Background: an optimization exercise with open tools, aiming at small area, a short achievable clock period and few clock cycles per item. Do not read the settings as production practice.
No run shown here included a check of the RTL's function; only the layout flow was run.
No activity file was given, so power comes from the tool's default toggle rates.

==> flow/design.v, too long to show whole: its modules and the start of the top module <==
// module multiplication_top: 1476 lines
module multiplication_top(a_in, b_in, result, clk, reset, start, ready);
  // ...
==> flow/flow/run.sh <==
#!/bin/bash
# The standard layout (standard.sh: standard synthesis, floorplan, place,
# CTS, route), except that the ports are buffered with plain sky130 buf_1
# cells instead of the delay buffers buffer_ports picks by default.
# make's full output goes to flow_make.log here; ORFS's per-step logs are
# under orfs/logs/.
set -euo pipefail
bash standard.sh "BUFFER_PORTS_ARGS=-buffer_cell sky130_fd_sc_hd__buf_1" finish > flow_make.log 2>&1
==> flow/standard.sh <==
#!/bin/bash
# synth_recipe.tcl (not shown) runs the flow's synth.tcl, then flattens the netlist and writes it again
# the make line also repeats each setting of config.mk as NAME=value (left out here)
make -C /OpenROAD-flow-scripts/flow DESIGN_CONFIG=/design/flow/config.mk WORK_HOME=/design/flow/orfs CLKGATE_MAP_FILE= SYNTH_SCRIPT=/design/flow/synth_recipe.tcl "${@:-finish}"
==> flow/config.mk <==
export PLATFORM = sky130hd
export DESIGN_NAME = multiplication_top
export DESIGN_NICKNAME = multiplication_top
export VERILOG_FILES = /design/flow/design.v
export SDC_FILE = /design/flow/constraint.sdc
export NUM_CORES = 4
export LEC_CHECK = 0
export CAP_MARGIN = 20
export CORE_MARGIN = 2
export CORE_UTILIZATION = 40
export CTS_CLUSTER_DIAMETER = 100
export CTS_CLUSTER_SIZE = 30
export SLEW_MARGIN = 20
==> flow/constraint.sdc <==
create_clock -name core_clock -period 4.0 [get_ports {clk}]
set_input_delay 0.8000 -clock core_clock [delete_from_list [all_inputs] [get_ports {clk}]]
set_output_delay 0.8000 -clock core_clock [all_outputs]
set_load 0.01 [all_outputs]
==> flow_summary.yaml, run 1 <==
sta:
  finalHoldViolations: 0
  slew_violations: 0
  period_needed_ns: 3.94
synthesis:
  syn-num-nets: 3704
  yosys_register_bits: 314
  synth_common_cells: "a22oi_1, xnor2_1, fa_1"
  yosys_warnings: 1
  synth_cells: 3036
  yosysSeqAreaShare: 0.239
power_and_ir_drop:
  seq-power_uw: 5000
  leakage_uw: 0.0143
  p_clk_frac: 0.096
  intPower_uw: 15300
floorplan:
  taps: 1050
setup_path:
  crit_path_end: "c_q[6]"
  critical_path_cell_count: 12
  cpMostUsedCell: "fa_1"
clock_tree:
  postCtsHoldBufs: 0
global_routing:
  grtUsageMet3: 0.0506
  grt_max_degree: 73
  grt-busiest-layer: "met2"
layout:
  multi_input_cells: 2272
  drive_gt1_frac: 0.131
  largestClassByArea: "multi-input combinational cells"
drt:
  vias: 25200
  drt_iter0_markers: 2912
status:
  outcome: "complete, no violations"
==> module multiplication_top, before the edit <==
module multiplication_top(a_in, b_in, result, clk, reset, start, ready);
    input [63:0] a_in, b_in;
    input clk, reset, start;
    output ready;
    output [128:0] result;
    reg rdy_q;
    reg [2:0] cnt_q;
    reg [4:0] sel_q;              
    reg [57:0] hi_q;               
    reg [69:0] lo_q;               
    reg [64:0] s_q, c_q;           
    reg [13:0] sr_q, cr_q;          
    reg cb_q;                      
    reg [6:0] one_q, two_q, neg_q;
    wire last = !rdy_q && cnt_q == 3'd5;
    wire rdy_d = reset || (rdy_q ? !start : last);
    wire run = !reset && (rdy_q ? start : !last);
    wire [14:0] ach0 = {a_in[13:0], 1'b0};
    wire [14:0] ach;
    assign ach = ({15{sel_q[1]}} & {a_in[27], a_in[26], a_in[25], a_in[24], a_in[23], a_in[22], a_in[21], a_in[20], a_in[19], a_in[18], a_in[17], a_in[16], a_in[15], a_in[14], a_in[13]})
        | ({15{sel_q[2]}} & {a_in[41], a_in[40], a_in[39], a_in[38], a_in[37], a_in[36], a_in[35], a_in[34], a_in[33], a_in[32], a_in[31], a_in[30], a_in[29], a_in[28], a_in[27]})
        | ({15{sel_q[3]}} & {a_in[55], a_in[54], a_in[53], a_in[52], a_in[51], a_in[50], a_in[49], a_in[48], a_in[47], a_in[46], a_in[45], a_in[44], a_in[43], a_in[42], a_in[41]})
        | ({15{sel_q[4]}} & {1'b0, 1'b0, 1'b0, 1'b0, 1'b0, 1'b0, a_in[63], a_in[62], a_in[61], a_in[60], a_in[59], a_in[58], a_in[57], a_in[56], a_in[55]});
    wire [6:0] one0, two0, neg0, one_d, two_d, neg_d;
    genvar g;
    generate for (g = 0; g < 7; g = g + 1) begin : enc
        assign one0[g] = ach0[2*g+1] ^ ach0[2*g];
        assign two0[g] = (ach0[2*g+2] & ~ach0[2*g+1] & ~ach0[2*g]) | (~ach0[2*g+2] & ach0[2*g+1] & ach0[2*g]);
        assign neg0[g] = ach0[2*g+2];
        assign one_d[g] = ach[2*g+1] ^ ach[2*g];
        assign two_d[g] = (ach[2*g+2] & ~ach[2*g+1] & ~ach[2*g]) | (~ach[2*g+2] & ach[2*g+1] & ach[2*g]);
        assign neg_d[g] = ach[2*g+2];
    end endgenerate
    wire [6:0] one = rdy_q ? one0 : one_q;
    wire [6:0] two = rdy_q ? two0 : two_q;
    wire [6:0] neg = rdy_q ? neg0 : neg_q;
    wire [63:0] pp0 = ({64{one[0]}} & b_in | {64{two[0]}} & {b_in[62:0], 1'b0}) ^ {64{neg[0]}};
    wire py0 = two[0] & b_in[63];
    wire px0 = py0 ^ neg[0];
    wire npx0 = ~px0;
    wire npy0 = ~py0;
    wire pz0 = py0 & ~neg[0];
    wire [63:0] pp1 = ({64{one[1]}} & b_in | {64{two[1]}} & {b_in[62:0], 1'b0}) ^ {64{neg[1]}};
    wire py1 = two[1] & b_in[63];
    wire px1 = py1 ^ neg[1];
    wire npx1 = ~px1;
    wire npy1 = ~py1;
    wire pz1 = py1 & ~neg[1];
    wire [63:0] pp2 = ({64{one[2]}} & b_in | {64{two[2]}} & {b_in[62:0], 1'b0}) ^ {64{neg[2]}};
    wire py2 = two[2] & b_in[63];
    wire px2 = py2 ^ neg[2];
    wire npx2 = ~px2;
    wire npy2 = ~py2;
    wire pz2 = py2 & ~neg[2];
    wire [63:0] pp3 = ({64{one[3]}} & b_in | {64{two[3]}} & {b_in[62:0], 1'b0}) ^ {64{neg[3]}};
    wire py3 = two[3] & b_in[63];
    wire px3 = py3 ^ neg[3];
    wire npx3 = ~px3;
    wire npy3 = ~py3;
    wire pz3 = py3 & ~neg[3];
    wire [63:0] pp4 = ({64{one[4]}} & b_in | {64{two[4]}} & {b_in[62:0], 1'b0}) ^ {64{neg[4]}};
    wire py4 = two[4] & b_in[63];
    wire px4 = py4 ^ neg[4];
    wire npx4 = ~px4;
    wire npy4 = ~py4;
    wire pz4 = py4 & ~neg[4];
    wire [63:0] pp5 = ({64{one[5]}} & b_in | {64{two[5]}} & {b_in[62:0], 1'b0}) ^ {64{neg[5]}};
    wire py5 = two[5] & b_in[63];
    wire px5 = py5 ^ neg[5];
    wire npx5 = ~px5;
    wire npy5 = ~py5;
    wire pz5 = py5 & ~neg[5];
    wire [63:0] pp6 = ({64{one[6]}} & b_in | {64{two[6]}} & {b_in[62:0], 1'b0}) ^ {64{neg[6]}};
    wire py6 = two[6] & b_in[63];
    wire px6 = py6 ^ neg[6];
    wire npx6 = ~px6;
    wire npy6 = ~py6;
    wire pz6 = py6 & ~neg[6];
    wire [63:0] negs;
    generate for (g = 0; g < 32; g = g + 1) begin : ng
        assign negs[2*g] = a_in[2*g+1];
        assign negs[2*g+1] = 1'b0;
    end endgenerate
    wire [64:0] ci_t = rdy_q ? {1'b0, negs} : c_q;
    wire fs1;
    wire fc2;
    wire hs3;
    wire hc4;
    wire fs5;
    wire fc6;
    wire fs7;
    wire fc8;
    wire hs9;
    wire hc10;
    wire fs11;
    wire fc12;
    wire fs13;
    wire fc14;
    wire fs15;
    wire fc16;
    wire fs17;
    wire fc18;
    wire hs19;
    wire hc20;
    wire fs21;
    wire fc22;
    wire fs23;
    wire fc24;
    wire fs25;
    wire fc26;
    wire fs27;
    wire fc28;
    wire fs29;
    wire fc30;
    wire fs31;
    wire fc32;
    wire fs33;
    wire fc34;
    wire fs35;
    wire fc36;
    wire fs37;
    wire fc38;
    wire fs39;
    wire fc40;
    wire fs41;
    wire fc42;
    wire fs43;
    wire fc44;
    wire fs45;
    wire fc46;
    wire fs47;
    wire fc48;
    wire fs49;
    wire fc50;
    wire fs51;
    wire fc52;
    wire fs53;
    wire fc54;
    wire fs55;
    wire fc56;
    wire fs57;
    wire fc58;
    wire fs59;
    wire fc60;
    wire fs61;
    wire fc62;
    wire fs63;
    wire fc64;
    wire fs65;
    wire fc66;
    wire fs67;
    wire fc68;
    wire fs69;
    wire fc70;
    wire fs71;
    wire fc72;
    wire fs73;
    wire fc74;
    wire fs75;
    wire fc76;
    wire fs77;
    wire fc78;
    wire fs79;
    wire fc80;
    wire fs81;
    wire fc82;
    wire fs83;
    wire fc84;
    wire fs85;
    wire fc86;
    wire fs87;
    wire fc88;
    wire fs89;
    wire fc90;
    wire fs91;
    wire fc92;
    wire fs93;
    wire fc94;
    wire fs95;
    wire fc96;
    wire fs97;
    wire fc98;
    wire fs99;
    wire fc100;
    wire fs101;
    wire fc102;
    wire fs103;
    wire fc104;
    wire fs105;
    wire fc106;
    wire fs107;
    wire fc108;
    wire fs109;
    wire fc110;
    wire fs111;
    wire fc112;
    wire fs113;
    wire fc114;
    wire fs115;
    wire fc116;
    wire fs117;
    wire fc118;
    wire fs119;
    wire fc120;
    wire fs121;
    wire fc122;
    wire fs123;
    wire fc124;
    wire fs125;
    wire fc126;
    wire fs127;
    wire fc128;
    wire fs129;
    wire fc130;
    wire fs131;
    wire fc132;
    wire fs133;
    wire fc134;
    wire fs135;
    wire fc136;
    wire fs137;
    wire fc138;
    wire fs139;
    wire fc140;
    wire fs141;
    wire fc142;
    wire fs143;
    wire fc144;
    wire fs145;
    wire fc146;
    wire fs147;
    wire fc148;
    wire fs149;
    wire fc150;
    wire fs151;
    wire fc152;
    wire fs153;
    wire fc154;
    wire fs155;
    wire fc156;
    wire fs157;
    wire fc158;
    wire fs159;
    wire fc160;
    wire fs161;
    wire fc162;
    wire fs163;
    wire fc164;
    wire fs165;
    wire fc166;
    wire fs167;
    wire fc168;
    wire fs169;
    wire fc170;
    wire fs171;
    wire fc172;
    wire fs173;
    wire fc174;
    wire fs175;
    wire fc176;
    wire fs177;
    wire fc178;
    wire fs179;
    wire fc180;
    wire fs181;
    wire fc182;
    wire fs183;
    wire fc184;
    wire fs185;
    wire fc186;
    wire fs187;
    wire fc188;
    wire fs189;
    wire fc190;
    wire fs191;
    wire fc192;
    wire fs193;
    wire fc194;
    wire fs195;
    wire fc196;
    wire fs197;
    wire fc198;
    wire fs199;
    wire fc200;
    wire fs201;
    wire fc202;
    wire fs203;
    wire fc204;
    wire fs205;
    wire fc206;
    wire fs207;
    wire fc208;
    wire fs209;
    wire fc210;
    wire fs211;
    wire fc212;
    wire fs213;
    wire fc214;
    wire fs215;
    wire fc216;
    wire fs217;
    wire fc218;
    wire fs219;
    wire fc220;
    wire fs221;
    wire fc222;
    wire fs223;
    wire fc224;
    wire fs225;
    wire fc226;
    wire fs227;
    wire fc228;
    wire fs229;
    wire fc230;
    wire fs231;
    wire fc232;
    wire fs233;
    wire fc234;
    wire fs235;
    wire fc236;
    wire fs237;
    wire fc238;
    wire fs239;
    wire fc240;
    wire fs241;
    wire fc242;
    wire fs243;
    wire fc244;
    wire fs245;
    wire fc246;
    wire fs247;
    wire fc248;
    wire fs249;
    wire fc250;
    wire fs251;
    wire fc252;
    wire fs253;
    wire fc254;
    wire fs255;
    wire fc256;
    wire fs257;
    wire fc258;
    wire fs259;
    wire fc260;
    wire fs261;
    wire fc262;
    wire fs263;
    wire fc264;
    wire fs265;
    wire fc266;
    wire fs267;
    wire fc268;
    wire fs269;
    wire fc270;
    wire fs271;
    wire fc272;
    wire fs273;
    wire fc274;
    wire fs275;
    wire fc276;
    wire fs277;
    wire fc278;
    wire fs279;
    wire fc280;
    wire fs281;
    wire fc282;
    wire fs283;
    wire fc284;
    wire fs285;
    wire fc286;
    wire fs287;
    wire fc288;
    wire fs289;
    wire fc290;
    wire fs291;
    wire fc292;
    wire fs293;
    wire fc294;
    wire fs295;
    wire fc296;
    wire fs297;
    wire fc298;
    wire fs299;
    wire fc300;
    wire fs301;
    wire fc302;
    wire fs303;
    wire fc304;
    wire fs305;
    wire fc306;
    wire fs307;
    wire fc308;
    wire fs309;
    wire fc310;
    wire fs311;
    wire fc312;
    wire fs313;
    wire fc314;
    wire fs315;
    wire fc316;
    wire fs317;
    wire fc318;
    wire fs319;
    wire fc320;
    wire fs321;
    wire fc322;
    wire fs323;
    wire fc324;
    wire fs325;
    wire fc326;
    wire fs327;
    wire fc328;
    wire fs329;
    wire fc330;
    wire fs331;
    wire fc332;
    wire fs333;
    wire fc334;
    wire fs335;
    wire fc336;
    wire fs337;
    wire fc338;
    wire hs339;
    wire hc340;
    wire fs341;
    wire fc342;
    wire hs343;
    wire hc344;
    wire hs345;
    wire hc346;
    wire fs347;
    wire fc348;
    wire fs349;
    wire fc350;
    wire hs351;
    wire hc352;
    wire fs353;
    wire fc354;
    wire fs355;
    wire fc356;
    wire fs357;
    wire fc358;
    wire fs359;
    wire fc360;
    wire fs361;
    wire fc362;
    wire fs363;
    wire fc364;
    wire fs365;
    wire fc366;
    wire fs367;
    wire fc368;
    wire fs369;
    wire fc370;
    wire fs371;
    wire fc372;
    wire fs373;
    wire fc374;
    wire fs375;
    wire fc376;
    wire fs377;
    wire fc378;
    wire fs379;
    wire fc380;
    wire fs381;
    wire fc382;
    wire fs383;
    wire fc384;
    wire fs385;
    wire fc386;
    wire fs387;
    wire fc388;
    wire fs389;
    wire fc390;
    wire fs391;
    wire fc392;
    wire fs393;
    wire fc394;
    wire fs395;
    wire fc396;
    wire fs397;
    wire fc398;
    wire fs399;
    wire fc400;
    wire fs401;
    wire fc402;
    wire fs403;
    wire fc404;
    wire fs405;
    wire fc406;
    wire fs407;
    wire fc408;
    wire fs409;
    wire fc410;
    wire fs411;
    wire fc412;
    wire fs413;
    wire fc414;
    wire fs415;
    wire fc416;
    wire fs417;
    wire fc418;
    wire fs419;
    wire fc420;
    wire fs421;
    wire fc422;
    wire fs423;
    wire fc424;
    wire fs425;
    wire fc426;
    wire fs427;
    wire fc428;
    wire fs429;
    wire fc430;
    wire fs431;
    wire fc432;
    wire fs433;
    wire fc434;
    wire fs435;
    wire fc436;
    wire fs437;
    wire fc438;
    wire fs439;
    wire fc440;
    wire fs441;
    wire fc442;
    wire fs443;
    wire fc444;
    wire fs445;
    wire fc446;
    wire fs447;
    wire fc448;
    wire fs449;
    wire fc450;
    wire fs451;
    wire fc452;
    wire fs453;
    wire fc454;
    wire fs455;
    wire fc456;
    wire fs457;
    wire fc458;
    wire fs459;
    wire fc460;
    wire fs461;
    wire fc462;
    wire fs463;
    wire fc464;
    wire fs465;
    wire fc466;
    wire fs467;
    wire fc468;
    wire fs469;
    wire fc470;
    wire fs471;
    wire fc472;
    wire fs473;
    wire fc474;
    wire fs475;
    wire fc476;
    wire fs477;
    wire fc478;
    wire fs479;
    wire fc480;
    wire fs481;
    wire fc482;
    wire fs483;
    wire fc484;
    wire fs485;
    wire fc486;
    wire fs487;
    wire fc488;
    wire fs489;
    wire fc490;
    wire fs491;
    wire fc492;
    wire fs493;
    wire fc494;
    wire fs495;
    wire fc496;
    wire fs497;
    wire fc498;
    wire fs499;
    wire fc500;
    wire fs501;
    wire fc502;
    wire fs503;
    wire fc504;
    wire fs505;
    wire fc506;
    wire fs507;
    wire fc508;
    wire fs509;
    wire fc510;
    wire fs511;
    wire fc512;
    wire fs513;
    wire fc514;
    wire fs515;
    wire fc516;
    wire fs517;
    wire fc518;
    wire fs519;
    wire fc520;
    wire fs521;
    wire fc522;
    wire fs523;
    wire fc524;
    wire fs525;
    wire fc526;
    wire fs527;
    wire fc528;
    wire fs529;
    wire fc530;
    wire fs531;
    wire fc532;
    wire fs533;
    wire fc534;
    wire fs535;
    wire fc536;
    wire fs537;
    wire fc538;
    wire fs539;
    wire fc540;
    wire fs541;
    wire fc542;
    wire fs543;
    wire fc544;
    wire fs545;
    wire fc546;
    wire fs547;
    wire fc548;
    wire fs549;
    wire fc550;
    wire fs551;
    wire fc552;
    wire fs553;
    wire fc554;
    wire fs555;
    wire fc556;
    wire fs557;
    wire fc558;
    wire fs559;
    wire fc560;
    wire fs561;
    wire fc562;
    wire fs563;
    wire fc564;
    wire fs565;
    wire fc566;
    wire fs567;
    wire fc568;
    wire fs569;
    wire fc570;
    wire fs571;
    wire fc572;
    wire fs573;
    wire fc574;
    wire fs575;
    wire fc576;
    wire fs577;
    wire fc578;
    wire fs579;
    wire fc580;
    wire fs581;
    wire fc582;
    wire fs583;
    wire fc584;
    wire fs585;
    wire fc586;
    wire fs587;
    wire fc588;
    wire fs589;
    wire fc590;
    wire fs591;
    wire fc592;
    wire fs593;
    wire fc594;
    wire fs595;
    wire fc596;
    wire fs597;
    wire fc598;
    wire fs599;
    wire fc600;
    wire fs601;
    wire fc602;
    wire fs603;
    wire fc604;
    wire fs605;
    wire fc606;
    wire hs607;
    wire hc608;
    wire fs609;
    wire fc610;
    wire hs611;
    wire hc612;
    wire hs613;
    wire hc614;
    wire fs615;
    wire fc616;
    wire fs617;
    wire fc618;
    wire fs619;
    wire fc620;
    wire fs621;
    wire fc622;
    wire fs623;
    wire fc624;
    wire fs625;
    wire fc626;
    wire fs627;
    wire fc628;
    wire fs629;
    wire fc630;
    wire fs631;
    wire fc632;
    wire fs633;
    wire fc634;
    wire fs635;
    wire fc636;
    wire fs637;
    wire fc638;
    wire fs639;
    wire fc640;
    wire fs641;
    wire fc642;
    wire fs643;
    wire fc644;
    wire fs645;
    wire fc646;
    wire fs647;
    wire fc648;
    wire fs649;
    wire fc650;
    wire fs651;
    wire fc652;
    wire fs653;
    wire fc654;
    wire fs655;
    wire fc656;
    wire fs657;
    wire fc658;
    wire fs659;
    wire fc660;
    wire fs661;
    wire fc662;
    wire fs663;
    wire fc664;
    wire fs665;
    wire fc666;
    wire fs667;
    wire fc668;
    wire fs669;
    wire fc670;
    wire fs671;
    wire fc672;
    wire fs673;
    wire fc674;
    wire fs675;
    wire fc676;
    wire fs677;
    wire fc678;
    wire fs679;
    wire fc680;
    wire fs681;
    wire fc682;
    wire fs683;
    wire fc684;
    wire fs685;
    wire fc686;
    wire fs687;
    wire fc688;
    wire fs689;
    wire fc690;
    wire fs691;
    wire fc692;
    wire fs693;
    wire fc694;
    wire fs695;
    wire fc696;
    wire fs697;
    wire fc698;
    wire fs699;
    wire fc700;
    wire fs701;
    wire fc702;
    wire fs703;
    wire fc704;
    wire fs705;
    wire fc706;
    wire fs707;
    wire fc708;
    wire fs709;
    wire fc710;
    wire fs711;
    wire fc712;
    wire fs713;
    wire fc714;
    wire fs715;
    wire fc716;
    wire fs717;
    wire fc718;
    wire fs719;
    wire fc720;
    wire fs721;
    wire fc722;
    wire fs723;
    wire fc724;
    wire fs725;
    wire fc726;
    wire fs727;
    wire fc728;
    wire fs729;
    wire fc730;
    wire fs731;
    wire fc732;
    wire fs733;
    wire fc734;
    wire fs735;
    wire fc736;
    wire fs737;
    wire fc738;
    wire fs739;
    wire fc740;
    wire fs741;
    wire fc742;
    wire fs743;
    wire fc744;
    wire fs745;
    wire fc746;
    wire fs747;
    wire fc748;
    wire fs749;
    wire fc750;
    wire fs751;
    wire fc752;
    wire fs753;
    wire fc754;
    wire fs755;
    wire fc756;
    wire fs757;
    wire fc758;
    wire hs759;
    wire hc760;
    wire hs761;
    wire hc762;
    wire fs763;
    wire fc764;
    wire fs765;
    wire fc766;
    wire fs767;
    wire fc768;
    wire fs769;
    wire fc770;
    wire fs771;
    wire fc772;
    wire fs773;
    wire fc774;
    wire fs775;
    wire fc776;
    wire fs777;
    wire fc778;
    wire fs779;
    wire fc780;
    wire fs781;
    wire fc782;
    wire fs783;
    wire fc784;
    wire fs785;
    wire fc786;
    wire fs787;
    wire fc788;
    wire fs789;
    wire fc790;
    wire fs791;
    wire fc792;
    wire fs793;
    wire fc794;
    wire fs795;
    wire fc796;
    wire fs797;
    wire fc798;
    wire fs799;
    wire fc800;
    wire fs801;
    wire fc802;
    wire fs803;
    wire fc804;
    wire fs805;
    wire fc806;
    wire fs807;
    wire fc808;
    wire fs809;
    wire fc810;
    wire fs811;
    wire fc812;
    wire fs813;
    wire fc814;
    wire fs815;
    wire fc816;
    wire fs817;
    wire fc818;
    wire fs819;
    wire fc820;
    wire fs821;
    wire fc822;
    wire fs823;
    wire fc824;
    wire fs825;
    wire fc826;
    wire fs827;
    wire fc828;
    wire fs829;
    wire fc830;
    wire fs831;
    wire fc832;
    wire fs833;
    wire fc834;
    wire fs835;
    wire fc836;
    wire fs837;
    wire fc838;
    wire fs839;
    wire fc840;
    wire fs841;
    wire fc842;
    wire fs843;
    wire fc844;
    wire fs845;
    wire fc846;
    wire fs847;
    wire fc848;
    wire fs849;
    wire fc850;
    wire fs851;
    wire fc852;
    wire fs853;
    wire fc854;
    wire fs855;
    wire fc856;
    wire fs857;
    wire fc858;
    wire fs859;
    wire fc860;
    wire fs861;
    wire fc862;
    wire fs863;
    wire fc864;
    wire fs865;
    wire fc866;
    wire fs867;
    wire fc868;
    wire fs869;
    wire fc870;
    wire fs871;
    wire fc872;
    wire fs873;
    wire fc874;
    wire fs875;
    wire fc876;
    wire fs877;
    wire fc878;
    wire fs879;
    wire fc880;
    wire fs881;
    wire fc882;
    wire fs883;
    wire fc884;
    wire fs885;
    wire fc886;
    wire fs887;
    wire fc888;
    wire fs889;
    wire fc890;
    wire fs891;
    wire fc892;
    wire fs893;
    wire fc894;
    wire fs895;
    wire fc896;
    wire fs897;
    wire fc898;
    wire fs899;
    wire fc900;
    wire fs901;
    wire fc902;
    wire fs903;
    wire fc904;
    wire fs905;
    wire fc906;
    wire fs907;
    wire fc908;
    wire fs909;
    wire fc910;
    wire hs911;
    wire hc912;
    assign {fc2, fs1} = s_q[0] + ci_t[0] + pp0[0];
    assign {hc4, hs3} = s_q[8] + ci_t[8];
    assign {fc6, fs5} = s_q[9] + ci_t[9] + pp0[9];
    assign {fc8, fs7} = s_q[10] + ci_t[10] + pp0[10];
    assign {hc10, hs9} = pp1[8] + pp2[6];
    assign {fc12, fs11} = s_q[11] + ci_t[11] + pp0[11];
    assign {fc14, fs13} = pp1[9] + pp2[7] + pp3[5];
    assign {fc16, fs15} = s_q[12] + ci_t[12] + pp0[12];
    assign {fc18, fs17} = pp1[10] + pp2[8] + pp3[6];
    assign {hc20, hs19} = pp4[4] + pp5[2];
    assign {fc22, fs21} = s_q[13] + ci_t[13] + pp0[13];
    assign {fc24, fs23} = pp1[11] + pp2[9] + pp3[7];
    assign {fc26, fs25} = pp4[5] + pp5[3] + pp6[1];
    assign {fc28, fs27} = s_q[14] + ci_t[14] + pp0[14];
    assign {fc30, fs29} = pp1[12] + pp2[10] + pp3[8];
    assign {fc32, fs31} = pp4[6] + pp5[4] + pp6[2];
    assign {fc34, fs33} = s_q[15] + ci_t[15] + pp0[15];
    assign {fc36, fs35} = pp1[13] + pp2[11] + pp3[9];
    assign {fc38, fs37} = pp4[7] + pp5[5] + pp6[3];
    assign {fc40, fs39} = s_q[16] + ci_t[16] + pp0[16];
    assign {fc42, fs41} = pp1[14] + pp2[12] + pp3[10];
    assign {fc44, fs43} = pp4[8] + pp5[6] + pp6[4];
    assign {fc46, fs45} = s_q[17] + ci_t[17] + pp0[17];
    assign {fc48, fs47} = pp1[15] + pp2[13] + pp3[11];
    assign {fc50, fs49} = pp4[9] + pp5[7] + pp6[5];
    assign {fc52, fs51} = s_q[18] + ci_t[18] + pp0[18];
    assign {fc54, fs53} = pp1[16] + pp2[14] + pp3[12];
    assign {fc56, fs55} = pp4[10] + pp5[8] + pp6[6];
    assign {fc58, fs57} = s_q[19] + ci_t[19] + pp0[19];
    assign {fc60, fs59} = pp1[17] + pp2[15] + pp3[13];
    assign {fc62, fs61} = pp4[11] + pp5[9] + pp6[7];
    assign {fc64, fs63} = s_q[20] + ci_t[20] + pp0[20];
    assign {fc66, fs65} = pp1[18] + pp2[16] + pp3[14];
    assign {fc68, fs67} = pp4[12] + pp5[10] + pp6[8];
    assign {fc70, fs69} = s_q[21] + ci_t[21] + pp0[21];
    assign {fc72, fs71} = pp1[19] + pp2[17] + pp3[15];
    assign {fc74, fs73} = pp4[13] + pp5[11] + pp6[9];
    assign {fc76, fs75} = s_q[22] + ci_t[22] + pp0[22];
    assign {fc78, fs77} = pp1[20] + pp2[18] + pp3[16];
    assign {fc80, fs79} = pp4[14] + pp5[12] + pp6[10];
    assign {fc82, fs81} = s_q[23] + ci_t[23] + pp0[23];
    assign {fc84, fs83} = pp1[21] + pp2[19] + pp3[17];
    assign {fc86, fs85} = pp4[15] + pp5[13] + pp6[11];
    assign {fc88, fs87} = s_q[24] + ci_t[24] + pp0[24];
    assign {fc90, fs89} = pp1[22] + pp2[20] + pp3[18];
    assign {fc92, fs91} = pp4[16] + pp5[14] + pp6[12];
    assign {fc94, fs93} = s_q[25] + ci_t[25] + pp0[25];
    assign {fc96, fs95} = pp1[23] + pp2[21] + pp3[19];
    assign {fc98, fs97} = pp4[17] + pp5[15] + pp6[13];
    assign {fc100, fs99} = s_q[26] + ci_t[26] + pp0[26];
    assign {fc102, fs101} = pp1[24] + pp2[22] + pp3[20];
    assign {fc104, fs103} = pp4[18] + pp5[16] + pp6[14];
    assign {fc106, fs105} = s_q[27] + ci_t[27] + pp0[27];
    assign {fc108, fs107} = pp1[25] + pp2[23] + pp3[21];
    assign {fc110, fs109} = pp4[19] + pp5[17] + pp6[15];
    assign {fc112, fs111} = s_q[28] + ci_t[28] + pp0[28];
    assign {fc114, fs113} = pp1[26] + pp2[24] + pp3[22];
    assign {fc116, fs115} = pp4[20] + pp5[18] + pp6[16];
    assign {fc118, fs117} = s_q[29] + ci_t[29] + pp0[29];
    assign {fc120, fs119} = pp1[27] + pp2[25] + pp3[23];
    assign {fc122, fs121} = pp4[21] + pp5[19] + pp6[17];
    assign {fc124, fs123} = s_q[30] + ci_t[30] + pp0[30];
    assign {fc126, fs125} = pp1[28] + pp2[26] + pp3[24];
    assign {fc128, fs127} = pp4[22] + pp5[20] + pp6[18];
    assign {fc130, fs129} = s_q[31] + ci_t[31] + pp0[31];
    assign {fc132, fs131} = pp1[29] + pp2[27] + pp3[25];
    assign {fc134, fs133} = pp4[23] + pp5[21] + pp6[19];
    assign {fc136, fs135} = s_q[32] + ci_t[32] + pp0[32];
    assign {fc138, fs137} = pp1[30] + pp2[28] + pp3[26];
    assign {fc140, fs139} = pp4[24] + pp5[22] + pp6[20];
    assign {fc142, fs141} = s_q[33] + ci_t[33] + pp0[33];
    assign {fc144, fs143} = pp1[31] + pp2[29] + pp3[27];
    assign {fc146, fs145} = pp4[25] + pp5[23] + pp6[21];
    assign {fc148, fs147} = s_q[34] + ci_t[34] + pp0[34];
    assign {fc150, fs149} = pp1[32] + pp2[30] + pp3[28];
    assign {fc152, fs151} = pp4[26] + pp5[24] + pp6[22];
    assign {fc154, fs153} = s_q[35] + ci_t[35] + pp0[35];
    assign {fc156, fs155} = pp1[33] + pp2[31] + pp3[29];
    assign {fc158, fs157} = pp4[27] + pp5[25] + pp6[23];
    assign {fc160, fs159} = s_q[36] + ci_t[36] + pp0[36];
    assign {fc162, fs161} = pp1[34] + pp2[32] + pp3[30];
    assign {fc164, fs163} = pp4[28] + pp5[26] + pp6[24];
    assign {fc166, fs165} = s_q[37] + ci_t[37] + pp0[37];
    assign {fc168, fs167} = pp1[35] + pp2[33] + pp3[31];
    assign {fc170, fs169} = pp4[29] + pp5[27] + pp6[25];
    assign {fc172, fs171} = s_q[38] + ci_t[38] + pp0[38];
    assign {fc174, fs173} = pp1[36] + pp2[34] + pp3[32];
    assign {fc176, fs175} = pp4[30] + pp5[28] + pp6[26];
    assign {fc178, fs177} = s_q[39] + ci_t[39] + pp0[39];
    assign {fc180, fs179} = pp1[37] + pp2[35] + pp3[33];
    assign {fc182, fs181} = pp4[31] + pp5[29] + pp6[27];
    assign {fc184, fs183} = s_q[40] + ci_t[40] + pp0[40];
    assign {fc186, fs185} = pp1[38] + pp2[36] + pp3[34];
    assign {fc188, fs187} = pp4[32] + pp5[30] + pp6[28];
    assign {fc190, fs189} = s_q[41] + ci_t[41] + pp0[41];
    assign {fc192, fs191} = pp1[39] + pp2[37] + pp3[35];
    assign {fc194, fs193} = pp4[33] + pp5[31] + pp6[29];
    assign {fc196, fs195} = s_q[42] + ci_t[42] + pp0[42];
    assign {fc198, fs197} = pp1[40] + pp2[38] + pp3[36];
    assign {fc200, fs199} = pp4[34] + pp5[32] + pp6[30];
    assign {fc202, fs201} = s_q[43] + ci_t[43] + pp0[43];
    assign {fc204, fs203} = pp1[41] + pp2[39] + pp3[37];
    assign {fc206, fs205} = pp4[35] + pp5[33] + pp6[31];
    assign {fc208, fs207} = s_q[44] + ci_t[44] + pp0[44];
    assign {fc210, fs209} = pp1[42] + pp2[40] + pp3[38];
    assign {fc212, fs211} = pp4[36] + pp5[34] + pp6[32];
    assign {fc214, fs213} = s_q[45] + ci_t[45] + pp0[45];
    assign {fc216, fs215} = pp1[43] + pp2[41] + pp3[39];
    assign {fc218, fs217} = pp4[37] + pp5[35] + pp6[33];
    assign {fc220, fs219} = s_q[46] + ci_t[46] + pp0[46];
    assign {fc222, fs221} = pp1[44] + pp2[42] + pp3[40];
    assign {fc224, fs223} = pp4[38] + pp5[36] + pp6[34];
    assign {fc226, fs225} = s_q[47] + ci_t[47] + pp0[47];
    assign {fc228, fs227} = pp1[45] + pp2[43] + pp3[41];
    assign {fc230, fs229} = pp4[39] + pp5[37] + pp6[35];
    assign {fc232, fs231} = s_q[48] + ci_t[48] + pp0[48];
    assign {fc234, fs233} = pp1[46] + pp2[44] + pp3[42];
    assign {fc236, fs235} = pp4[40] + pp5[38] + pp6[36];
    assign {fc238, fs237} = s_q[49] + ci_t[49] + pp0[49];
    assign {fc240, fs239} = pp1[47] + pp2[45] + pp3[43];
    assign {fc242, fs241} = pp4[41] + pp5[39] + pp6[37];
    assign {fc244, fs243} = s_q[50] + ci_t[50] + pp0[50];
    assign {fc246, fs245} = pp1[48] + pp2[46] + pp3[44];
    assign {fc248, fs247} = pp4[42] + pp5[40] + pp6[38];
    assign {fc250, fs249} = s_q[51] + ci_t[51] + pp0[51];
    assign {fc252, fs251} = pp1[49] + pp2[47] + pp3[45];
    assign {fc254, fs253} = pp4[43] + pp5[41] + pp6[39];
    assign {fc256, fs255} = s_q[52] + ci_t[52] + pp0[52];
    assign {fc258, fs257} = pp1[50] + pp2[48] + pp3[46];
    assign {fc260, fs259} = pp4[44] + pp5[42] + pp6[40];
    assign {fc262, fs261} = s_q[53] + ci_t[53] + pp0[53];
    assign {fc264, fs263} = pp1[51] + pp2[49] + pp3[47];
    assign {fc266, fs265} = pp4[45] + pp5[43] + pp6[41];
    assign {fc268, fs267} = s_q[54] + ci_t[54] + pp0[54];
    assign {fc270, fs269} = pp1[52] + pp2[50] + pp3[48];
    assign {fc272, fs271} = pp4[46] + pp5[44] + pp6[42];
    assign {fc274, fs273} = s_q[55] + ci_t[55] + pp0[55];
    assign {fc276, fs275} = pp1[53] + pp2[51] + pp3[49];
    assign {fc278, fs277} = pp4[47] + pp5[45] + pp6[43];
    assign {fc280, fs279} = s_q[56] + ci_t[56] + pp0[56];
    assign {fc282, fs281} = pp1[54] + pp2[52] + pp3[50];
    assign {fc284, fs283} = pp4[48] + pp5[46] + pp6[44];
    assign {fc286, fs285} = s_q[57] + ci_t[57] + pp0[57];
    assign {fc288, fs287} = pp1[55] + pp2[53] + pp3[51];
    assign {fc290, fs289} = pp4[49] + pp5[47] + pp6[45];
    assign {fc292, fs291} = s_q[58] + ci_t[58] + pp0[58];
    assign {fc294, fs293} = pp1[56] + pp2[54] + pp3[52];
    assign {fc296, fs295} = pp4[50] + pp5[48] + pp6[46];
    assign {fc298, fs297} = s_q[59] + ci_t[59] + pp0[59];
    assign {fc300, fs299} = pp1[57] + pp2[55] + pp3[53];
    assign {fc302, fs301} = pp4[51] + pp5[49] + pp6[47];
    assign {fc304, fs303} = s_q[60] + ci_t[60] + pp0[60];
    assign {fc306, fs305} = pp1[58] + pp2[56] + pp3[54];
    assign {fc308, fs307} = pp4[52] + pp5[50] + pp6[48];
    assign {fc310, fs309} = s_q[61] + ci_t[61] + pp0[61];
    assign {fc312, fs311} = pp1[59] + pp2[57] + pp3[55];
    assign {fc314, fs313} = pp4[53] + pp5[51] + pp6[49];
    assign {fc316, fs315} = s_q[62] + ci_t[62] + pp0[62];
    assign {fc318, fs317} = pp1[60] + pp2[58] + pp3[56];
    assign {fc320, fs319} = pp4[54] + pp5[52] + pp6[50];
    assign {fc322, fs321} = s_q[63] + ci_t[63] + pp0[63];
    assign {fc324, fs323} = pp1[61] + pp2[59] + pp3[57];
    assign {fc326, fs325} = pp4[55] + pp5[53] + pp6[51];
    assign {fc328, fs327} = s_q[64] + ci_t[64] + npx0;
    assign {fc330, fs329} = pp1[62] + pp2[60] + pp3[58];
    assign {fc332, fs331} = pp4[56] + pp5[54] + pp6[52];
    assign {fc334, fs333} = npy0 + pp1[63] + pp2[61];
    assign {fc336, fs335} = pp3[59] + pp4[57] + pp5[55];
    assign {fc338, fs337} = pz0 + npx1 + pp2[62];
    assign {hc340, hs339} = pp3[60] + pp4[58];
    assign {fc342, fs341} = npy1 + pp2[63] + pp3[61];
    assign {hc344, hs343} = pz1 + npx2;
    assign {hc346, hs345} = s_q[4] + ci_t[4];
    assign {fc348, fs347} = s_q[5] + ci_t[5] + pp0[5];
    assign {fc350, fs349} = s_q[6] + ci_t[6] + pp0[6];
    assign {hc352, hs351} = pp1[4] + pp2[2];
    assign {fc354, fs353} = s_q[7] + ci_t[7] + pp0[7];
    assign {fc356, fs355} = pp1[5] + pp2[3] + pp3[1];
    assign {fc358, fs357} = hs3 + pp0[8] + pp1[6];
    assign {fc360, fs359} = pp2[4] + pp3[2] + pp4[0];
    assign {fc362, fs361} = hc4 + pp1[7] + pp2[5];
    assign {fc364, fs363} = pp3[3] + pp4[1] + fs5;
    assign {fc366, fs365} = pp3[4] + pp4[2] + pp5[0];
    assign {fc368, fs367} = fc6 + fs7 + hs9;
    assign {fc370, fs369} = pp4[3] + pp5[1] + fc8;
    assign {fc372, fs371} = hc10 + fs11 + fs13;
    assign {fc374, fs373} = pp6[0] + fc12 + fc14;
    assign {fc376, fs375} = fs15 + fs17 + hs19;
    assign {fc378, fs377} = fc16 + fc18 + hc20;
    assign {fc380, fs379} = fs21 + fs23 + fs25;
    assign {fc382, fs381} = fc22 + fc24 + fc26;
    assign {fc384, fs383} = fs27 + fs29 + fs31;
    assign {fc386, fs385} = fc28 + fc30 + fc32;
    assign {fc388, fs387} = fs33 + fs35 + fs37;
    assign {fc390, fs389} = fc34 + fc36 + fc38;
    assign {fc392, fs391} = fs39 + fs41 + fs43;
    assign {fc394, fs393} = fc40 + fc42 + fc44;
    assign {fc396, fs395} = fs45 + fs47 + fs49;
    assign {fc398, fs397} = fc46 + fc48 + fc50;
    assign {fc400, fs399} = fs51 + fs53 + fs55;
    assign {fc402, fs401} = fc52 + fc54 + fc56;
    assign {fc404, fs403} = fs57 + fs59 + fs61;
    assign {fc406, fs405} = fc58 + fc60 + fc62;
    assign {fc408, fs407} = fs63 + fs65 + fs67;
    assign {fc410, fs409} = fc64 + fc66 + fc68;
    assign {fc412, fs411} = fs69 + fs71 + fs73;
    assign {fc414, fs413} = fc70 + fc72 + fc74;
    assign {fc416, fs415} = fs75 + fs77 + fs79;
    assign {fc418, fs417} = fc76 + fc78 + fc80;
    assign {fc420, fs419} = fs81 + fs83 + fs85;
    assign {fc422, fs421} = fc82 + fc84 + fc86;
    assign {fc424, fs423} = fs87 + fs89 + fs91;
    assign {fc426, fs425} = fc88 + fc90 + fc92;
    assign {fc428, fs427} = fs93 + fs95 + fs97;
    assign {fc430, fs429} = fc94 + fc96 + fc98;
    assign {fc432, fs431} = fs99 + fs101 + fs103;
    assign {fc434, fs433} = fc100 + fc102 + fc104;
    assign {fc436, fs435} = fs105 + fs107 + fs109;
    assign {fc438, fs437} = fc106 + fc108 + fc110;
    assign {fc440, fs439} = fs111 + fs113 + fs115;
    assign {fc442, fs441} = fc112 + fc114 + fc116;
    assign {fc444, fs443} = fs117 + fs119 + fs121;
    assign {fc446, fs445} = fc118 + fc120 + fc122;
    assign {fc448, fs447} = fs123 + fs125 + fs127;
    assign {fc450, fs449} = fc124 + fc126 + fc128;
    assign {fc452, fs451} = fs129 + fs131 + fs133;
    assign {fc454, fs453} = fc130 + fc132 + fc134;
    assign {fc456, fs455} = fs135 + fs137 + fs139;
    assign {fc458, fs457} = fc136 + fc138 + fc140;
    assign {fc460, fs459} = fs141 + fs143 + fs145;
    assign {fc462, fs461} = fc142 + fc144 + fc146;
    assign {fc464, fs463} = fs147 + fs149 + fs151;
    assign {fc466, fs465} = fc148 + fc150 + fc152;
    assign {fc468, fs467} = fs153 + fs155 + fs157;
    assign {fc470, fs469} = fc154 + fc156 + fc158;
    assign {fc472, fs471} = fs159 + fs161 + fs163;
    assign {fc474, fs473} = fc160 + fc162 + fc164;
    assign {fc476, fs475} = fs165 + fs167 + fs169;
    assign {fc478, fs477} = fc166 + fc168 + fc170;
    assign {fc480, fs479} = fs171 + fs173 + fs175;
    assign {fc482, fs481} = fc172 + fc174 + fc176;
    assign {fc484, fs483} = fs177 + fs179 + fs181;
    assign {fc486, fs485} = fc178 + fc180 + fc182;
    assign {fc488, fs487} = fs183 + fs185 + fs187;
    assign {fc490, fs489} = fc184 + fc186 + fc188;
    assign {fc492, fs491} = fs189 + fs191 + fs193;
    assign {fc494, fs493} = fc190 + fc192 + fc194;
    assign {fc496, fs495} = fs195 + fs197 + fs199;
    assign {fc498, fs497} = fc196 + fc198 + fc200;
    assign {fc500, fs499} = fs201 + fs203 + fs205;
    assign {fc502, fs501} = fc202 + fc204 + fc206;
    assign {fc504, fs503} = fs207 + fs209 + fs211;
    assign {fc506, fs505} = fc208 + fc210 + fc212;
    assign {fc508, fs507} = fs213 + fs215 + fs217;
    assign {fc510, fs509} = fc214 + fc216 + fc218;
    assign {fc512, fs511} = fs219 + fs221 + fs223;
    assign {fc514, fs513} = fc220 + fc222 + fc224;
    assign {fc516, fs515} = fs225 + fs227 + fs229;
    assign {fc518, fs517} = fc226 + fc228 + fc230;
    assign {fc520, fs519} = fs231 + fs233 + fs235;
    assign {fc522, fs521} = fc232 + fc234 + fc236;
    assign {fc524, fs523} = fs237 + fs239 + fs241;
    assign {fc526, fs525} = fc238 + fc240 + fc242;
    assign {fc528, fs527} = fs243 + fs245 + fs247;
    assign {fc530, fs529} = fc244 + fc246 + fc248;
    assign {fc532, fs531} = fs249 + fs251 + fs253;
    assign {fc534, fs533} = fc250 + fc252 + fc254;
    assign {fc536, fs535} = fs255 + fs257 + fs259;
    assign {fc538, fs537} = fc256 + fc258 + fc260;
    assign {fc540, fs539} = fs261 + fs263 + fs265;
    assign {fc542, fs541} = fc262 + fc264 + fc266;
    assign {fc544, fs543} = fs267 + fs269 + fs271;
    assign {fc546, fs545} = fc268 + fc270 + fc272;
    assign {fc548, fs547} = fs273 + fs275 + fs277;
    assign {fc550, fs549} = fc274 + fc276 + fc278;
    assign {fc552, fs551} = fs279 + fs281 + fs283;
    assign {fc554, fs553} = fc280 + fc282 + fc284;
    assign {fc556, fs555} = fs285 + fs287 + fs289;
    assign {fc558, fs557} = fc286 + fc288 + fc290;
    assign {fc560, fs559} = fs291 + fs293 + fs295;
    assign {fc562, fs561} = fc292 + fc294 + fc296;
    assign {fc564, fs563} = fs297 + fs299 + fs301;
    assign {fc566, fs565} = fc298 + fc300 + fc302;
    assign {fc568, fs567} = fs303 + fs305 + fs307;
    assign {fc570, fs569} = fc304 + fc306 + fc308;
    assign {fc572, fs571} = fs309 + fs311 + fs313;
    assign {fc574, fs573} = fc310 + fc312 + fc314;
    assign {fc576, fs575} = fs315 + fs317 + fs319;
    assign {fc578, fs577} = fc316 + fc318 + fc320;
    assign {fc580, fs579} = fs321 + fs323 + fs325;
    assign {fc582, fs581} = fc322 + fc324 + fc326;
    assign {fc584, fs583} = fs327 + fs329 + fs331;
    assign {fc586, fs585} = pp6[53] + fc328 + fc330;
    assign {fc588, fs587} = fc332 + fs333 + fs335;
    assign {fc590, fs589} = pp5[56] + pp6[54] + fc334;
    assign {fc592, fs591} = fc336 + fs337 + hs339;
    assign {fc594, fs593} = pp4[59] + pp5[57] + pp6[55];
    assign {fc596, fs595} = fc338 + hc340 + fs341;
    assign {fc598, fs597} = pp3[62] + pp4[60] + pp5[58];
    assign {fc600, fs599} = pp6[56] + fc342 + hs343;
    assign {fc602, fs601} = npy2 + pp3[63] + pp4[61];
    assign {fc604, fs603} = pp5[59] + pp6[57] + hc344;
    assign {fc606, fs605} = pz2 + npx3 + pp4[62];
    assign {hc608, hs607} = pp5[60] + pp6[58];
    assign {fc610, fs609} = npy3 + pp4[63] + pp5[61];
    assign {hc612, hs611} = pz3 + npx4;
    assign {hc614, hs613} = s_q[1] + ci_t[1];
    assign {fc616, fs615} = s_q[2] + ci_t[2] + pp0[2];
    assign {fc618, fs617} = s_q[3] + ci_t[3] + pp0[3];
    assign {fc620, fs619} = hs345 + pp0[4] + pp1[2];
    assign {fc622, fs621} = hc346 + pp1[3] + pp2[1];
    assign {fc624, fs623} = pp3[0] + fc348 + fs349;
    assign {fc626, fs625} = fc350 + hc352 + fs353;
    assign {fc628, fs627} = fc354 + fc356 + fs357;
    assign {fc630, fs629} = fc358 + fc360 + fs361;
    assign {fc632, fs631} = fc362 + fs365 + fc364;
    assign {fc634, fs633} = fc366 + fc368 + fs369;
    assign {fc636, fs635} = fc370 + fc372 + fs373;
    assign {fc638, fs637} = fc374 + fc376 + fs377;
    assign {fc640, fs639} = fc378 + fc380 + fs381;
    assign {fc642, fs641} = fc382 + fc384 + fs385;
    assign {fc644, fs643} = fc386 + fc388 + fs389;
    assign {fc646, fs645} = fc390 + fc392 + fs393;
    assign {fc648, fs647} = fc394 + fc396 + fs397;
    assign {fc650, fs649} = fc398 + fc400 + fs401;
    assign {fc652, fs651} = fc402 + fc404 + fs405;
    assign {fc654, fs653} = fc406 + fc408 + fs409;
    assign {fc656, fs655} = fc410 + fc412 + fs413;
    assign {fc658, fs657} = fc414 + fc416 + fs417;
    assign {fc660, fs659} = fc418 + fc420 + fs421;
    assign {fc662, fs661} = fc422 + fc424 + fs425;
    assign {fc664, fs663} = fc426 + fc428 + fs429;
    assign {fc666, fs665} = fc430 + fc432 + fs433;
    assign {fc668, fs667} = fc434 + fc436 + fs437;
    assign {fc670, fs669} = fc438 + fc440 + fs441;
    assign {fc672, fs671} = fc442 + fc444 + fs445;
    assign {fc674, fs673} = fc446 + fc448 + fs449;
    assign {fc676, fs675} = fc450 + fc452 + fs453;
    assign {fc678, fs677} = fc454 + fc456 + fs457;
    assign {fc680, fs679} = fc458 + fc460 + fs461;
    assign {fc682, fs681} = fc462 + fc464 + fs465;
    assign {fc684, fs683} = fc466 + fc468 + fs469;
    assign {fc686, fs685} = fc470 + fc472 + fs473;
    assign {fc688, fs687} = fc474 + fc476 + fs477;
    assign {fc690, fs689} = fc478 + fc480 + fs481;
    assign {fc692, fs691} = fc482 + fc484 + fs485;
    assign {fc694, fs693} = fc486 + fc488 + fs489;
    assign {fc696, fs695} = fc490 + fc492 + fs493;
    assign {fc698, fs697} = fc494 + fc496 + fs497;
    assign {fc700, fs699} = fc498 + fc500 + fs501;
    assign {fc702, fs701} = fc502 + fc504 + fs505;
    assign {fc704, fs703} = fc506 + fc508 + fs509;
    assign {fc706, fs705} = fc510 + fc512 + fs513;
    assign {fc708, fs707} = fc514 + fc516 + fs517;
    assign {fc710, fs709} = fc518 + fc520 + fs521;
    assign {fc712, fs711} = fc522 + fc524 + fs525;
    assign {fc714, fs713} = fc526 + fc528 + fs529;
    assign {fc716, fs715} = fc530 + fc532 + fs533;
    assign {fc718, fs717} = fc534 + fc536 + fs537;
    assign {fc720, fs719} = fc538 + fc540 + fs541;
    assign {fc722, fs721} = fc542 + fc544 + fs545;
    assign {fc724, fs723} = fc546 + fc548 + fs549;
    assign {fc726, fs725} = fc550 + fc552 + fs553;
    assign {fc728, fs727} = fc554 + fc556 + fs557;
    assign {fc730, fs729} = fc558 + fc560 + fs561;
    assign {fc732, fs731} = fc562 + fc564 + fs565;
    assign {fc734, fs733} = fc566 + fc568 + fs569;
    assign {fc736, fs735} = fc570 + fc572 + fs573;
    assign {fc738, fs737} = fc574 + fc576 + fs577;
    assign {fc740, fs739} = fc578 + fc580 + fs581;
    assign {fc742, fs741} = fc582 + fc584 + fs585;
    assign {fc744, fs743} = fc586 + fc588 + fs589;
    assign {fc746, fs745} = fs593 + fc590 + fc592;
    assign {fc748, fs747} = fc594 + fs597 + fc596;
    assign {fc750, fs749} = fc598 + fs601 + fc600;
    assign {fc752, fs751} = fc602 + fs605 + hs607;
    assign {fc754, fs753} = pp6[59] + fc606 + hc608;
    assign {fc756, fs755} = pp5[62] + pp6[60] + fc610;
    assign {fc758, fs757} = npy4 + pp5[63] + pp6[61];
    assign {hc760, hs759} = pz4 + npx5;
    assign {hc762, hs761} = hs613 + pp0[1];
    assign {fc764, fs763} = hc614 + pp1[0] + fs615;
    assign {fc766, fs765} = pp1[1] + fc616 + fs617;
    assign {fc768, fs767} = pp2[0] + fc618 + fs619;
    assign {fc770, fs769} = fc620 + fs621 + fs347;
    assign {fc772, fs771} = fc622 + hs351 + fs623;
    assign {fc774, fs773} = fs355 + fc624 + fs625;
    assign {fc776, fs775} = fs359 + fc626 + fs627;
    assign {fc778, fs777} = fc628 + fs629 + fs363;
    assign {fc780, fs779} = fc630 + fs367 + fs631;
    assign {fc782, fs781} = fs371 + fc632 + fs633;
    assign {fc784, fs783} = fs375 + fc634 + fs635;
    assign {fc786, fs785} = fs379 + fc636 + fs637;
    assign {fc788, fs787} = fs383 + fc638 + fs639;
    assign {fc790, fs789} = fs387 + fc640 + fs641;
    assign {fc792, fs791} = fs391 + fc642 + fs643;
    assign {fc794, fs793} = fs395 + fc644 + fs645;
    assign {fc796, fs795} = fs399 + fc646 + fs647;
    assign {fc798, fs797} = fs403 + fc648 + fs649;
    assign {fc800, fs799} = fs407 + fc650 + fs651;
    assign {fc802, fs801} = fs411 + fc652 + fs653;
    assign {fc804, fs803} = fs415 + fc654 + fs655;
    assign {fc806, fs805} = fs419 + fc656 + fs657;
    assign {fc808, fs807} = fs423 + fc658 + fs659;
    assign {fc810, fs809} = fs427 + fc660 + fs661;
    assign {fc812, fs811} = fs431 + fc662 + fs663;
    assign {fc814, fs813} = fs435 + fc664 + fs665;
    assign {fc816, fs815} = fs439 + fc666 + fs667;
    assign {fc818, fs817} = fs443 + fc668 + fs669;
    assign {fc820, fs819} = fs447 + fc670 + fs671;
    assign {fc822, fs821} = fs451 + fc672 + fs673;
    assign {fc824, fs823} = fs455 + fc674 + fs675;
    assign {fc826, fs825} = fs459 + fc676 + fs677;
    assign {fc828, fs827} = fs463 + fc678 + fs679;
    assign {fc830, fs829} = fs467 + fc680 + fs681;
    assign {fc832, fs831} = fs471 + fc682 + fs683;
    assign {fc834, fs833} = fs475 + fc684 + fs685;
    assign {fc836, fs835} = fs479 + fc686 + fs687;
    assign {fc838, fs837} = fs483 + fc688 + fs689;
    assign {fc840, fs839} = fs487 + fc690 + fs691;
    assign {fc842, fs841} = fs491 + fc692 + fs693;
    assign {fc844, fs843} = fs495 + fc694 + fs695;
    assign {fc846, fs845} = fs499 + fc696 + fs697;
    assign {fc848, fs847} = fs503 + fc698 + fs699;
    assign {fc850, fs849} = fs507 + fc700 + fs701;
    assign {fc852, fs851} = fs511 + fc702 + fs703;
    assign {fc854, fs853} = fs515 + fc704 + fs705;
    assign {fc856, fs855} = fs519 + fc706 + fs707;
    assign {fc858, fs857} = fs523 + fc708 + fs709;
    assign {fc860, fs859} = fs527 + fc710 + fs711;
    assign {fc862, fs861} = fs531 + fc712 + fs713;
    assign {fc864, fs863} = fs535 + fc714 + fs715;
    assign {fc866, fs865} = fs539 + fc716 + fs717;
    assign {fc868, fs867} = fs543 + fc718 + fs719;
    assign {fc870, fs869} = fs547 + fc720 + fs721;
    assign {fc872, fs871} = fs551 + fc722 + fs723;
    assign {fc874, fs873} = fs555 + fc724 + fs725;
    assign {fc876, fs875} = fs559 + fc726 + fs727;
    assign {fc878, fs877} = fs563 + fc728 + fs729;
    assign {fc880, fs879} = fs567 + fc730 + fs731;
    assign {fc882, fs881} = fs571 + fc732 + fs733;
    assign {fc884, fs883} = fs575 + fc734 + fs735;
    assign {fc886, fs885} = fs579 + fc736 + fs737;
    assign {fc888, fs887} = fs583 + fc738 + fs739;
    assign {fc890, fs889} = fs587 + fc740 + fs741;
    assign {fc892, fs891} = fs591 + fc742 + fs743;
    assign {fc894, fs893} = fs595 + fc744 + fs745;
    assign {fc896, fs895} = fs599 + fc746 + fs747;
    assign {fc898, fs897} = fs603 + fc748 + fs749;
    assign {fc900, fs899} = fs751 + fc604 + fc750;
    assign {fc902, fs901} = fs609 + fc752 + fs753;
    assign {fc904, fs903} = hs611 + fc754 + fs755;
    assign {fc906, fs905} = fs757 + hc612 + fc756;
    assign {fc908, fs907} = pp6[62] + fc758 + hs759;
    assign {fc910, fs909} = npy5 + pp6[63] + hc760;
    assign {hc912, hs911} = pz5 + npx6;
    wire [78:0] ts = {pz6, hc912, fc910, fc908, fc906, fc904, fc902, fc900, fc898, fc896, fc894, fc892, fc890, fc888, fc886, fc884, fc882, fc880, fc878, fc876, fc874, fc872, fc870, fc868, fc866, fc864, fc862, fc860, fc858, fc856, fc854, fc852, fc850, fc848, fc846, fc844, fc842, fc840, fc838, fc836, fc834, fc832, fc830, fc828, fc826, fc824, fc822, fc820, fc818, fc816, fc814, fc812, fc810, fc808, fc806, fc804, fc802, fc800, fc798, fc796, fc794, fc792, fc790, fc788, fc786, fc784, fc782, fc780, fc778, fc776, fc774, fc772, fc770, fc768, fc766, fc764, hc762, hs761, fs1};
    wire [78:0] tc = {1'b0, npy6, hs911, fs909, fs907, fs905, fs903, fs901, fs899, fs897, fs895, fs893, fs891, fs889, fs887, fs885, fs883, fs881, fs879, fs877, fs875, fs873, fs871, fs869, fs867, fs865, fs863, fs861, fs859, fs857, fs855, fs853, fs851, fs849, fs847, fs845, fs843, fs841, fs839, fs837, fs835, fs833, fs831, fs829, fs827, fs825, fs823, fs821, fs819, fs817, fs815, fs813, fs811, fs809, fs807, fs805, fs803, fs801, fs799, fs797, fs795, fs793, fs791, fs789, fs787, fs785, fs783, fs781, fs779, fs777, fs775, fs773, fs771, fs769, fs767, fs765, fs763, fc2, 1'b0};
    wire [71:0] fp = {s_q[57:0], sr_q};
    wire [71:0] fq = {c_q[57:0], cr_q[13:1], cb_q};
    wire [71:0] fres = fp + fq;
    wire cb_d = fres[14] ^ fp[14] ^ fq[14];
    always @(posedge clk) begin
        rdy_q <= rdy_d;
        cnt_q <= rdy_q ? 3'd1 : cnt_q + 3'd1;
        sel_q <= rdy_d ? 5'd2 : {sel_q[3:0], 1'b0};
        one_q <= one_d;
        two_q <= two_d;
        neg_q <= neg_d;
        s_q <= run ? ts[78:14] : {1'b1, 64'd0};
        c_q <= run ? tc[78:14] : 65'd0;
        sr_q <= ts[13:0];
        cr_q <= tc[13:0];
        cb_q <= rdy_q ? 1'b0 : cb_d;
        if (!rdy_q) lo_q <= {fres[13:0], lo_q[69:14]};
        if (last) hi_q <= fres[71:14];
    end
    assign ready = rdy_q;
    assign result = {1'b0, hi_q, lo_q};
endmodule
==> inputs of run 2 (changes only) <==
--- a/flow/design.v
+++ b/flow/design.v
@@ -5,4 +5,5 @@
     output [128:0] result;
     reg rdy_q;
+    reg busy_q;                    
     reg [2:0] cnt_q;
     reg [4:0] sel_q;              
@@ -82,5 +83,5 @@
         assign negs[2*g+1] = 1'b0;
     end endgenerate
-    wire [64:0] ci_t = rdy_q ? {1'b0, negs} : c_q;
+    wire [64:0] ci_t = busy_q ? c_q : {1'b0, negs};
     wire fs1;
     wire fc2;
@@ -1454,9 +1455,10 @@
     wire [78:0] tc = {1'b0, npy6, hs911, fs909, fs907, fs905, fs903, fs901, fs899, fs897, fs895, fs893, fs891, fs889, fs887, fs885, fs883, fs881, fs879, fs877, fs875, fs873, fs871, fs869, fs867, fs865, fs863, fs861, fs859, fs857, fs855, fs853, fs851, fs849, fs847, fs845, fs843, fs841, fs839, fs837, fs835, fs833, fs831, fs829, fs827, fs825, fs823, fs821, fs819, fs817, fs815, fs813, fs811, fs809, fs807, fs805, fs803, fs801, fs799, fs797, fs795, fs793, fs791, fs789, fs787, fs785, fs783, fs781, fs779, fs777, fs775, fs773, fs771, fs769, fs767, fs765, fs763, fc2, 1'b0};
     wire [71:0] fp = {s_q[57:0], sr_q};
-    wire [71:0] fq = {c_q[57:0], cr_q[13:1], cb_q};
-    wire [71:0] fres = fp + fq;
+    wire [71:0] fq = {c_q[57:0], cr_q};
+    wire [71:0] fres = fp + fq + {71'd0, cb_q};
     wire cb_d = fres[14] ^ fp[14] ^ fq[14];
     always @(posedge clk) begin
         rdy_q <= rdy_d;
+        busy_q <= !rdy_d;
         cnt_q <= rdy_q ? 3'd1 : cnt_q + 3'd1;
         sel_q <= rdy_d ? 5'd2 : {sel_q[3:0], 1'b0};
@@ -1468,6 +1470,6 @@
         sr_q <= ts[13:0];
         cr_q <= tc[13:0];
-        cb_q <= rdy_q ? 1'b0 : cb_d;
-        if (!rdy_q) lo_q <= {fres[13:0], lo_q[69:14]};
+        cb_q <= busy_q ? cb_d : 1'b0;
+        if (busy_q) lo_q <= {fres[13:0], lo_q[69:14]};
         if (last) hi_q <= fres[71:14];
     end
==> run 2 against run 1 <==
Net effect:
- still clean
- power grew 1.5%
- first-iteration DRC count shrank 0.41%
- worst hold slack gained 0.0062 ns
- global-route usage shrank 0.13 points
- via count grew 1.5%
- critical endpoint is now c_q[3]
- highest routed layer unchanged
==> flow_summary.yaml, run 2 <==
status:
  outcome: "complete, no violations"
sta:
  max_freq_mhz: 257
  setup_viol: 0
  max_slew_margin: 0.383
  slew_violations: 0
  skew_ns: 0.0995
  rsz0062_at_grt: "false"
  worstMarginPinSlew_ns: 0.926
  period_needed_ns: 3.89
  fin_crit_sh: 0.971
  setup_ws_ns: 0.115
  finalHoldViolations: 0
floorplan:
  core_area_sq_mm: 0.0789
  die_h_um: 286
  io_pins: 261
  rows: 103
  die_w_um: 286
  start_util: 0.404
  dieArea_sq_mm: 0.0819
power_and_ir_drop:
  combinationalPowerShare: 0.737
  power_density_mw_per_mm2: 786
  p_total_uw: 29600
  p_clk_frac: 0.093
  intPower_uw: 15300
  leakage_uw: 0.0143
  max-vdd-ir-drop_uv: 446
  swShare: 0.482
  p_switching_uw: 14200
  p_seq_frac: 0.170
synthesis:
  synth_area_leader_cell: "fa_1"
  yosys_warnings: 1
  synth_top_flop_cell: "dfxtp_1"
  yosysSeqAreaShare: 0.238
  synth.most_common_cell: "a22oi_1"
  synthTopCellsByArea: "fa_1, xnor2_1, edfxtp_1"
  yosysUniqueCellTypes: 77
  synth_common_cells: "a22oi_1, xnor2_1, fa_1"
  ys_async_sr_fraction: 0
  syn-num-nets: 3751
  yosys_register_bits: 315
  synth.avg_cell_area_sq_um: 10.3
  syn-cell-area_sq_mm: 0.0319
  synth_cells: 3083
  synth.top_cell.area_share: 0.278
  synth_edf_count: 128
drt:
  vias: 25600
  routed_via_density: 5.73
  drc: 0
  drt_iter0_markers: 2900
  ant_nets: 0
  dr.pass1.iters: 6
  wl_um: 110000
  wl_per_cell_um: 24.6
hold_path:
  whs_path_depth: 1
  min_path_type: "reg2reg"
layout:
  largestRegisters: "lo_q x70, s_q x65, c_q x64"
  fin_cells: 4461
  regMostFlops: "lo_q"
  final_cell_mix: "a22oi_1, xnor2_1, fa_1, buf_1, buf_4"
  mostFrequentLayoutCell: "a22oi_1"
  nets: 4062
  drive_gt1_frac: 0.122
  area_growth_pct: 18.2
  largest_register_ffs: 70
clock_tree:
  clk_latency_ns: 0.65
  ctsRootBufferMaster: "clkbuf_16"
  cts_tree: "built"
  h-tree-depth: 1
  cts_made_buffers: 22
  clkTransAtPathRegs_ns: 0.10
  postCtsHoldBufs: 0
  clockBufferDepth: 3
  clock_sinks: 315
setup_path:
  worstPathRequired_ns: 4.44
  start_kind: "flop"
  arrival_ns: 4.33
  critPathCaptureType: "flop"
  worstSetupPathType: "reg2reg"
  reg2regPathDepth: 11
  cp_max_fo: 26
global_routing:
  grt_pass1_vias: 25100
  grt_usage: 0.261
  overflow: 0
  grt_max_degree: 118
  antenna_found_initial: 3
  grt_pass1_wl_um: 162000
job:
  maxCapViolCount: 0
placed_design:
  gp_congestion: 0.945
  io_buffers: 259
  dpl.hpwl_um: 86300
  place_inst: 4409
  dp_slack_ns: -0.589
==> run 2: timing repair <==
action / in CTS / in global routing
setup endpoints to repair: 17 / 47
pin swaps: 0 / 7
gates cloned: 0 / 3
gates resized for setup: 2 / 11
buffers inserted: 1 / 6
==> run 2: cell type report <==
cell class / count / area, sq um
Tap cell: 1050 / 1310
Antenna cell: 1 / 2.50
Inverter: 192 / 721
Timing Repair Buffer: 554 / 4320
Clock buffer: 24 / 558
Clock inverter: 16 / 332
Fill cell: 7379 / 41200
Sequential cell: 315 / 7590
Multi-Input combinational cell: 2309 / 22800
==> run 2: worst paths after layout <==
path / startpoint / end / slack [ns]
worst max-delay path: rdy_q / c_q[3] / 0.11
worst min-delay path: cnt_q[0] / cnt_q[0] / 0.43
worst max register to register: rdy_q / c_q[3] / 0.11
worst min register to register: cnt_q[0] / cnt_q[0] / 0.43
==> run 2: cell families after synthesis <==
kind of cell	Yosys count	share of synthesized area
buf+inv	459	0.0544
flops	315	0.238
compound gates	757	0.170
simple gates	442	0.0624
xor+xnor	531	0.146
mux	41	0.0141
fa+ha+maj	537	0.315
other cells	1	0.000118
==> run 2: through the flow <==
stage	setup TNS, ns	cell area [sq um]	utilization	hold WS [ns]
2_1_floorplan	0	32100	-	0.392
3_3_place_gp	-49.76	36600	0.464	0.405
3_5_place_dp	-51.35	36600	0.464	0.409
4_1_cts	0	37500	0.475	0.435
5_1_grt	0	37700	0.477	0.456
6_report	0	37700	0.477	0.433
==> run 2: power groups by stage <==
stage / Clock [uW] / Combinational [uW] / Sequential [uW]
3_5_place_dp: 0 / 21600 / 5100
5_1_grt: 2890 / 24400 / 5090
4_1_cts: 2800 / 21700 / 5030
3_3_place_gp: 0 / 21300 / 5090
2_1_floorplan: 0 / 14800 / 4910
6_report: 2750 / 21800 / 5040
==> run 2: layer usage <==
metal	share of wire	GRT usage	vias up
li1	-	-	11200
met1	0.41	0.365	12900
met2	0.47	0.424	1282
met3	0.090	0.0375	170
met4	0.031	0.0740	2
met5	0.00012	0	-
==> run 2: worst max-delay path: stages (launching register included) <==
cell	delay [ns]
dfxtp_4	0.43
buf_4	0.18
nor2_1	0.08
a21oi_4	0.35
buf_8	0.28
a22oi_1	0.14
xnor2_1	0.20
fa_1	0.46
fa_1	0.53
fa_1	0.45
fa_1	0.52
nor2_1	0.05

static timing again, ports no longer ideal:
How much do the figures lean on ideal ports? The routed layouts below were timed once more, with nothing changed but the port constraints.
Step 1, drivers: a clkbuf_16 drives clk and a buf_2 each remaining input, both assumed.
Step 2 times the ports against the registers' clock, not the clock port: input delays grow and output delays shrink by t, the midpoint of the rising clock arrivals with the driver on.
a / b / c = no drivers / after step 1 / after step 2; a / b = the first two.
| run | t, ns | setup WS [ns] | hold slack, ns | latest minus earliest clock arrival (ns) |
|---|---|---|---|---|
| run 1 | 0.673 | 0.060 / 0.078 / -0.568 | 0.427 / 0.427 / 0.427 | 0.074 / 0.075 |
| run 2 | 0.663 | 0.115 / 0.115 / -0.475 | 0.433 / 0.433 / 0.433 | 0.102 / 0.101 |
With both steps, setup timing fails in run 1 and run 2, where it was met with ideal ports. For run 1, which loses most, drivers alone change the setup slack by +0.018 ns; drivers and shift together by -0.628 ns.
